From an optimization exercise on the open Yosys and OpenROAD flow, aimed at small area and a short achievable clock period; shortcuts taken in it are not production practice.
In this exercise RTL edits were held to simulation tests only and were not proved equivalent to the original.
Power and IR drop assume default switching activity.

==> flow/design.v <==
`timescale 1ns / 1ps
module darkriscv
(
    input             CLK,    
    input             RES,    
    input             HLT,    
    input      [31:0] IDATA,  
    output     [31:0] IADDR,  
    input      [31:0] DATAI,  
    output     [31:0] DATAO,  
    output     [31:0] DADDR,  
    output     [ 2:0] DLEN,  
    output            DRW,   
    output            DRD,   
    output            DWR,   
    output            DAS,   
    output [3:0]  DEBUG        
);
    reg XRES;
    reg        HLT2;
    reg [31:0] IDATA2;
    always@(posedge CLK)
    begin
        HLT2 <= HLT;
        if(HLT2^HLT) IDATA2 <= IDATA;
    end
    wire [31:0] IDATAX = HLT2 ? IDATA2 : IDATA;
    wire [6:0] NOP  = IDATAX[6:0];
    wire [2:0] NF3  = IDATAX[14:12];
    wire [4:0] NRS1 = IDATAX[19:15];
    wire [4:0] NRS2 = IDATAX[24:20];
    wire NLUI   = NOP==7'b01101_11;
    wire NAUIPC = NOP==7'b00101_11;
    wire NJAL   = NOP==7'b11011_11;
    wire NJALR  = NOP==7'b11001_11;
    wire NBCC   = NOP==7'b11000_11;
    wire NLCC   = NOP==7'b00000_11;
    wire NSCC   = NOP==7'b01000_11;
    wire NMCC   = NOP==7'b00100_11;
    wire NRCC   = NOP==7'b01100_11;
    wire [31:0] NSIMM =
                 NSCC ? { {20{IDATAX[31]}}, IDATAX[31:25],IDATAX[11:7] } :
                 NBCC ? { {19{IDATAX[31]}}, IDATAX[31],IDATAX[7],IDATAX[30:25],IDATAX[11:8],1'b0 } :
                 NJAL ? { {11{IDATAX[31]}}, IDATAX[31], IDATAX[19:12], IDATAX[20], IDATAX[30:21], 1'b0 } :
                 NLUI||NAUIPC ? { IDATAX[31:12], 12'd0 } :
                        { {20{IDATAX[31]}}, IDATAX[31:20] };
    reg [4:0]  DPTR;
    reg [2:0]  FCT3;
    reg        F7B5;
    reg [31:0] SIMM;
    reg        XLUI, XAUIPC, XJAL, XJALR, XBCC, XLCC, XSCC, XWR, XSGN, XSUB;
    reg        SADD, SSH, SLT, SXOR, SOR, SAND, SLD, SPC, SLNK, SIMMS;
    reg [1:0]  FLUSH;
    reg [31:0] NXPC2;
    reg [31:0] A, B;      
    reg [31:0] REGS [1:31];
    wire        NF = FLUSH==0;
    wire    LUI = NF && XLUI;
    wire  AUIPC = NF && XAUIPC;
    wire    JAL = NF && XJAL;
    wire   JALR = NF && XJALR;
    wire    BCC = NF && XBCC;
    wire    LCC = NF && XLCC;
    wire    SCC = NF && XSCC;
    wire [31:0] LDATA = FCT3[1:0]==0 ? { FCT3[2]==0&&DATAI[ 7] ? 24'hffffff : 24'd0 , DATAI[ 7: 0] } :
                        FCT3[1:0]==1 ? { FCT3[2]==0&&DATAI[15] ? 16'hffff   : 16'd0 , DATAI[15: 0] } :
                                        DATAI;
    wire [32:0] ASX = {XSGN&A[31],A};
    wire [32:0] BSX = {XSGN&B[31],B} ^ {33{XSUB}};
    wire [32:0] ADDSUB = ASX + BSX + {32'd0,XSUB};
    wire        LT = ADDSUB[32];
    wire        EQ = ADDSUB[31:0]==0;  
    wire        SLEFT = !FCT3[2];
    wire [31:0] SHIN;
    wire [31:0] SHOUT;
    wire [31:0] SRX = $signed({F7B5&A[31]&!SLEFT,SHIN}) >>> B[4:0];
    genvar g;
    generate
        for(g=0;g!=32;g=g+1)
        begin : rev
            assign SHIN[g]  = SLEFT ? A[31-g]   : A[g];
            assign SHOUT[g] = SLEFT ? SRX[31-g] : SRX[g];
        end
    endgenerate
    wire [31:0] RMDATA = (SADD ? ADDSUB[31:0] : 0) |
                         (SSH  ? SHOUT : 0) |
                         (SLT  ? {31'd0,LT} : 0) |
                         (SXOR ? A^B : 0) |
                         (SOR  ? A|B : 0) |
                         (SAND ? A&B : 0);
    wire BMUX = FCT3[2] ? LT^FCT3[0] : !FCT3[1] && (EQ^FCT3[0]);
    wire [31:0] PC     = NXPC2 - 8;
    wire [31:0] NXPC   = NXPC2 - 4;
    wire [31:0] PCSIMM = PC + SIMM;
    reg  [5:0]  DLO;
    reg         DC6, DCS0, DCS1;
    wire [19:0] AHINC;
    wire [19:0] AHDEC;
    genvar h;
    generate
        for(h=0;h!=20;h=h+1)
        begin : incdec
            if(h==0)
            begin
                assign AHINC[h] = !A[12];
                assign AHDEC[h] = !A[12];
            end
            else
            begin
                assign AHINC[h] = A[12+h] ^  (&A[12+h-1:12]);
                assign AHDEC[h] = A[12+h] ^ !(|A[12+h-1:12]);
            end
        end
    endgenerate
    wire [5:0]  DMID = A[11:6] + SIMM[11:6] + {5'd0,DC6};
    wire        DC12 = DC6 ? DCS1 : DCS0;
    wire        DINC = DC12 && !SIMM[11];
    wire        DDEC = !DC12 && SIMM[11];
    wire [19:0] DHI = DINC ? AHINC : DDEC ? AHDEC : A[31:12];
    assign DADDR = { DHI, DMID, DLO };
    wire        JREQ = JAL||JALR||(BCC && BMUX);
    wire [31:0] JVAL = JALR ? DADDR : PCSIMM;
    wire [31:0] WDATA = SLD   ? LDATA :
                        SPC   ? PCSIMM :
                        SLNK  ? NXPC :
                        SIMMS ? SIMM :
                                RMDATA;
    wire WEN = NF && XWR && !XRES && !HLT;
    wire [31:0] ANEXT   = NRS1==0 ? 0 : WEN && DPTR==NRS1 ? WDATA : REGS[NRS1];
    wire [6:0]  DLONEXT = {1'b0,ANEXT[5:0]} + {1'b0,NSIMM[5:0]};
    wire [6:0]  DHNEXT0 = {1'b0,ANEXT[11:6]} + {1'b0,NSIMM[11:6]};          
    wire [6:0]  DHNEXT1 = {1'b0,ANEXT[11:6]} + {1'b0,NSIMM[11:6]} + 7'd1;   
    integer i;
    always@(posedge CLK)
    begin
        XRES <= RES;
        FLUSH <= XRES ? 2 : HLT ? FLUSH :
                 FLUSH ? FLUSH-1 :
                 JREQ ? 2 : 0;
        NXPC2 <= XRES ? 32'd0 : HLT ? NXPC2 :
                 JREQ ? JVAL :
                        NXPC2+4;
        for(i=1;i!=32;i=i+1)
            if(WEN && DPTR==i) REGS[i] <= WDATA;
        if(!HLT)
        begin
            DPTR   <= IDATAX[11:7];
            FCT3   <= NF3;
            F7B5   <= IDATAX[30];
            SIMM   <= NSIMM;
            XLUI   <= NLUI;
            XAUIPC <= NAUIPC;
            XJAL   <= NJAL;
            XJALR  <= NJALR;
            XBCC   <= NBCC;
            XLCC   <= NLCC;
            XSCC   <= NSCC;
            XWR    <= IDATAX[11:7]!=0 && (NLCC||NAUIPC||NJAL||NJALR||NLUI||NMCC||NRCC);
            XSGN   <= NBCC ? !NF3[1] : !NF3[0];
            XSUB   <= NRCC && NF3==0 && IDATAX[30] || NF3==2 || NF3==3 || NBCC;
            SLD    <= NLCC;
            SPC    <= NAUIPC;
            SLNK   <= NJAL||NJALR;
            SIMMS  <= NLUI;
            SADD   <= NF3==0;
            SSH    <= NF3==1||NF3==5;
            SLT    <= NF3==2||NF3==3;
            SXOR   <= NF3==4;
            SOR    <= NF3==6;
            SAND   <= NF3==7;
            A    <= ANEXT;
            DLO  <= DLONEXT[5:0];
            DC6  <= DLONEXT[6];
            DCS0 <= DHNEXT0[6];
            DCS1 <= DHNEXT1[6];
            B <= NMCC ? (NF3==3 ? { 20'd0, IDATAX[31:20] } : NSIMM) :
                 NRS2==0 ? 0 :
                 WEN && DPTR==NRS2 ? WDATA : REGS[NRS2];
        end
    end
    assign DATAO = B;
    assign DRW     = !SCC;
    assign DLEN[0] = (SCC||LCC)&&FCT3[1:0]==0;  
    assign DLEN[1] = (SCC||LCC)&&FCT3[1:0]==1;  
    assign DLEN[2] = (SCC||LCC)&&FCT3[1:0]==2;  
    assign DWR     = SCC;
    assign DRD     = LCC;
    assign DAS     = SCC||LCC;
    assign IADDR = NXPC2;
    assign DEBUG = { XRES, |FLUSH, SCC, LCC };
endmodule
==> flow/config.mk <==
export PLATFORM = sky130hd
export DESIGN_NAME = darkriscv
export DESIGN_NICKNAME = darkriscv
export VERILOG_FILES = /design/flow/design.v
export SDC_FILE = /design/flow/constraint.sdc
export NUM_CORES = 4
export LEC_CHECK = 0
export CAP_MARGIN = 15
export CORE_MARGIN = 2
export CORE_UTILIZATION = 30
export CTS_CLUSTER_DIAMETER = 75
export CTS_CLUSTER_SIZE = 25
export PLACE_DENSITY = 0.55
export SLEW_MARGIN = 10
export TNS_END_PERCENT = 10
==> flow/constraint.sdc <==
create_clock -name core_clock -period 11.0 [get_ports {CLK}]
set_input_delay 2.2000 -clock core_clock [delete_from_list [all_inputs] [get_ports {CLK}]]
set_output_delay 2.2000 -clock core_clock [all_outputs]
set_load 0.01 [all_outputs]
standard.sh (not shown) runs the stock make flow with config.mk's settings and CLKGATE_MAP_FILE= SYNTH_SCRIPT=/design/flow/synth_recipe.tcl, a recipe that flattens the netlist after the stock synthesis.
==> flow/flow/run.sh <==
#!/bin/bash
# Layout flow: the standard flow (standard synthesis and every ORFS step
# unchanged), except:
#  - the input and output port buffers are buf_2 cells instead of ORFS's
#    default choice, a slow delay-cell buffer;
set -euo pipefail
export BUFFER_PORTS_ARGS="-buffer_cell sky130_fd_sc_hd__buf_2"
export MAKEFLAGS="SETUP_SLACK_MARGIN=6"
bash standard.sh > "$PWD/log_standard_flow.log" 2>&1
Edit:
--- a/flow/config.mk
+++ b/flow/config.mk
@@ -8 +8 @@
-export CAP_MARGIN = 15
+export CAP_MARGIN = 10
@@ -13 +13 @@
-export PLACE_DENSITY = 0.55
+export PLACE_DENSITY = 0.62
Result: The new run finished with capacitance limit, slew limit left. Count of clock-buffer cells in the layout climbs by 2. Cell area climbs by 0.76%. Maximum frequency climbs by 1.8%. Worst setup slack is better by 100 ps. Combinational power barely changes.
Edit:
--- a/flow/flow/run.sh
+++ b/flow/flow/run.sh
@@ -4 +4 @@
-#  - the input and output port buffers are buf_2 cells instead of ORFS's
+#  - the input and output port buffers are buf_4 cells instead of ORFS's
@@ -7 +7 @@
-export BUFFER_PORTS_ARGS="-buffer_cell sky130_fd_sc_hd__buf_2"
+export BUFFER_PORTS_ARGS="-buffer_cell sky130_fd_sc_hd__buf_4"
--- a/flow/config.mk
+++ b/flow/config.mk
@@ -8 +8 @@
-export CAP_MARGIN = 10
+export CAP_MARGIN = 20
@@ -11,4 +11,4 @@
-export CTS_CLUSTER_DIAMETER = 75
-export CTS_CLUSTER_SIZE = 25
-export PLACE_DENSITY = 0.62
-export SLEW_MARGIN = 10
+export CTS_CLUSTER_DIAMETER = 60
+export CTS_CLUSTER_SIZE = 20
+export PLACE_DENSITY = 0.5
+export SLEW_MARGIN = 20
Result:
- The changed run passed the timing, DRC and antenna checks
- design area climbs slightly
- synthesized cell count stays the same
- clock power rises by a quarter to a third
- sequential power hardly moves
- final cell count stays flat
- worst setup slack loses 110 ps
- synthesized area is unchanged
- routed wire length is higher by a few percent
- via count is lower by a few percent
- sequential share of layout area is lower by 0.56 points
Edit:
--- a/flow/flow/run.sh
+++ b/flow/flow/run.sh
@@ -4 +4 @@
-#  - the input and output port buffers are buf_4 cells instead of ORFS's
+#  - the input and output port buffers are buf_2 cells instead of ORFS's
@@ -7 +7 @@
-export BUFFER_PORTS_ARGS="-buffer_cell sky130_fd_sc_hd__buf_4"
+export BUFFER_PORTS_ARGS="-buffer_cell sky130_fd_sc_hd__buf_2"
--- a/flow/config.mk
+++ b/flow/config.mk
@@ -8 +8 @@
-export CAP_MARGIN = 20
+export CAP_MARGIN = 10
@@ -11,2 +11,2 @@
-export CTS_CLUSTER_DIAMETER = 60
-export CTS_CLUSTER_SIZE = 20
+export CTS_CLUSTER_DIAMETER = 75
+export CTS_CLUSTER_SIZE = 25
@@ -14 +14 @@
-export SLEW_MARGIN = 20
+export SLEW_MARGIN = 10
The new run produced a clean layout.
Via count goes up by 1.4%.
First-iteration DRC count fell by 3.6%.
Combinational power climbs by about 5%.
Final cell count rose by 1.5%.
Global-route usage came out higher by 0.61 points.
Edit:
--- a/flow/config.mk
+++ b/flow/config.mk
@@ -15 +15 @@
-export TNS_END_PERCENT = 10
+export TNS_END_PERCENT = 0
After rerunning: Sequential power barely changes. Final cell count decreases by about 1.7%. Power decreases by about 1.4%.
Edit:
--- a/flow/flow/run.sh
+++ b/flow/flow/run.sh
@@ -4 +4 @@
-#  - the input and output port buffers are buf_2 cells instead of ORFS's
+#  - the input and output port buffers are buf_4 cells instead of ORFS's
@@ -7 +7 @@
-export BUFFER_PORTS_ARGS="-buffer_cell sky130_fd_sc_hd__buf_2"
+export BUFFER_PORTS_ARGS="-buffer_cell sky130_fd_sc_hd__buf_4"
--- a/flow/config.mk
+++ b/flow/config.mk
@@ -8 +8 @@
-export CAP_MARGIN = 10
+export CAP_MARGIN = 20
@@ -14,2 +14,2 @@
-export SLEW_MARGIN = 10
-export TNS_END_PERCENT = 0
+export SLEW_MARGIN = 20
+export TNS_END_PERCENT = 10
The new run produced a clean layout.
Sequential share of layout area goes down by 0.61 points.
Fmax came out lower by about 1.3%.
Synthesized area stays the same.
Worst setup slack got worse by 72 ps.
Die area stays the same.
Final cell count hardly moves.
Clock power is lower by about 2%.
First-iteration DRC count is higher by 1.1%.
Core utilization goes up by 0.45 points.
Synthesized cell count is unchanged.
Design area rose by 1.3%.

afterwards: timing with drivers on the ports:
The flow's constraints put no driver on any port. The routed layouts listed below were extracted and timed again, unchanged, in two steps.
Step 1 sets driving cells, clkbuf_16 on the clock port and buf_2 on the other inputs (assumed; they add their load-dependent delay and slew).
Step 2 times the ports against the registers' clock, not the clock port: input delays grow and output delays shrink by t, the midpoint of the rising clock arrivals with the driver on.
Three values: ideal, step 1, step 2; two values: the first two.
run | t, ns | setup WS [ns] | slew at the worst register clock pin (ns) | pins driven straight from the clock port
the first run | 0.820 | 5.381 / 5.437 / 4.627 | 0.10 / 0.10 | 1
the second run | 0.816 | 5.482 / 5.520 / 4.731 | 0.11 / 0.11 | 1
the third run | 0.858 | 5.368 / 5.282 / 4.661 | 0.09 / 0.09 | 1
the fourth run | 0.827 | 5.588 / 5.500 / 4.847 | 0.10 / 0.10 | 1
the fifth run | 0.837 | 5.446 / 5.481 / 4.664 | 0.11 / 0.11 | 1
the sixth run | 0.837 | 5.374 / 5.299 / 4.600 | 0.10 / 0.10 | 1
For the fifth run, which loses most, drivers alone change the setup slack by +0.035 ns; drivers and shift together by -0.782 ns.
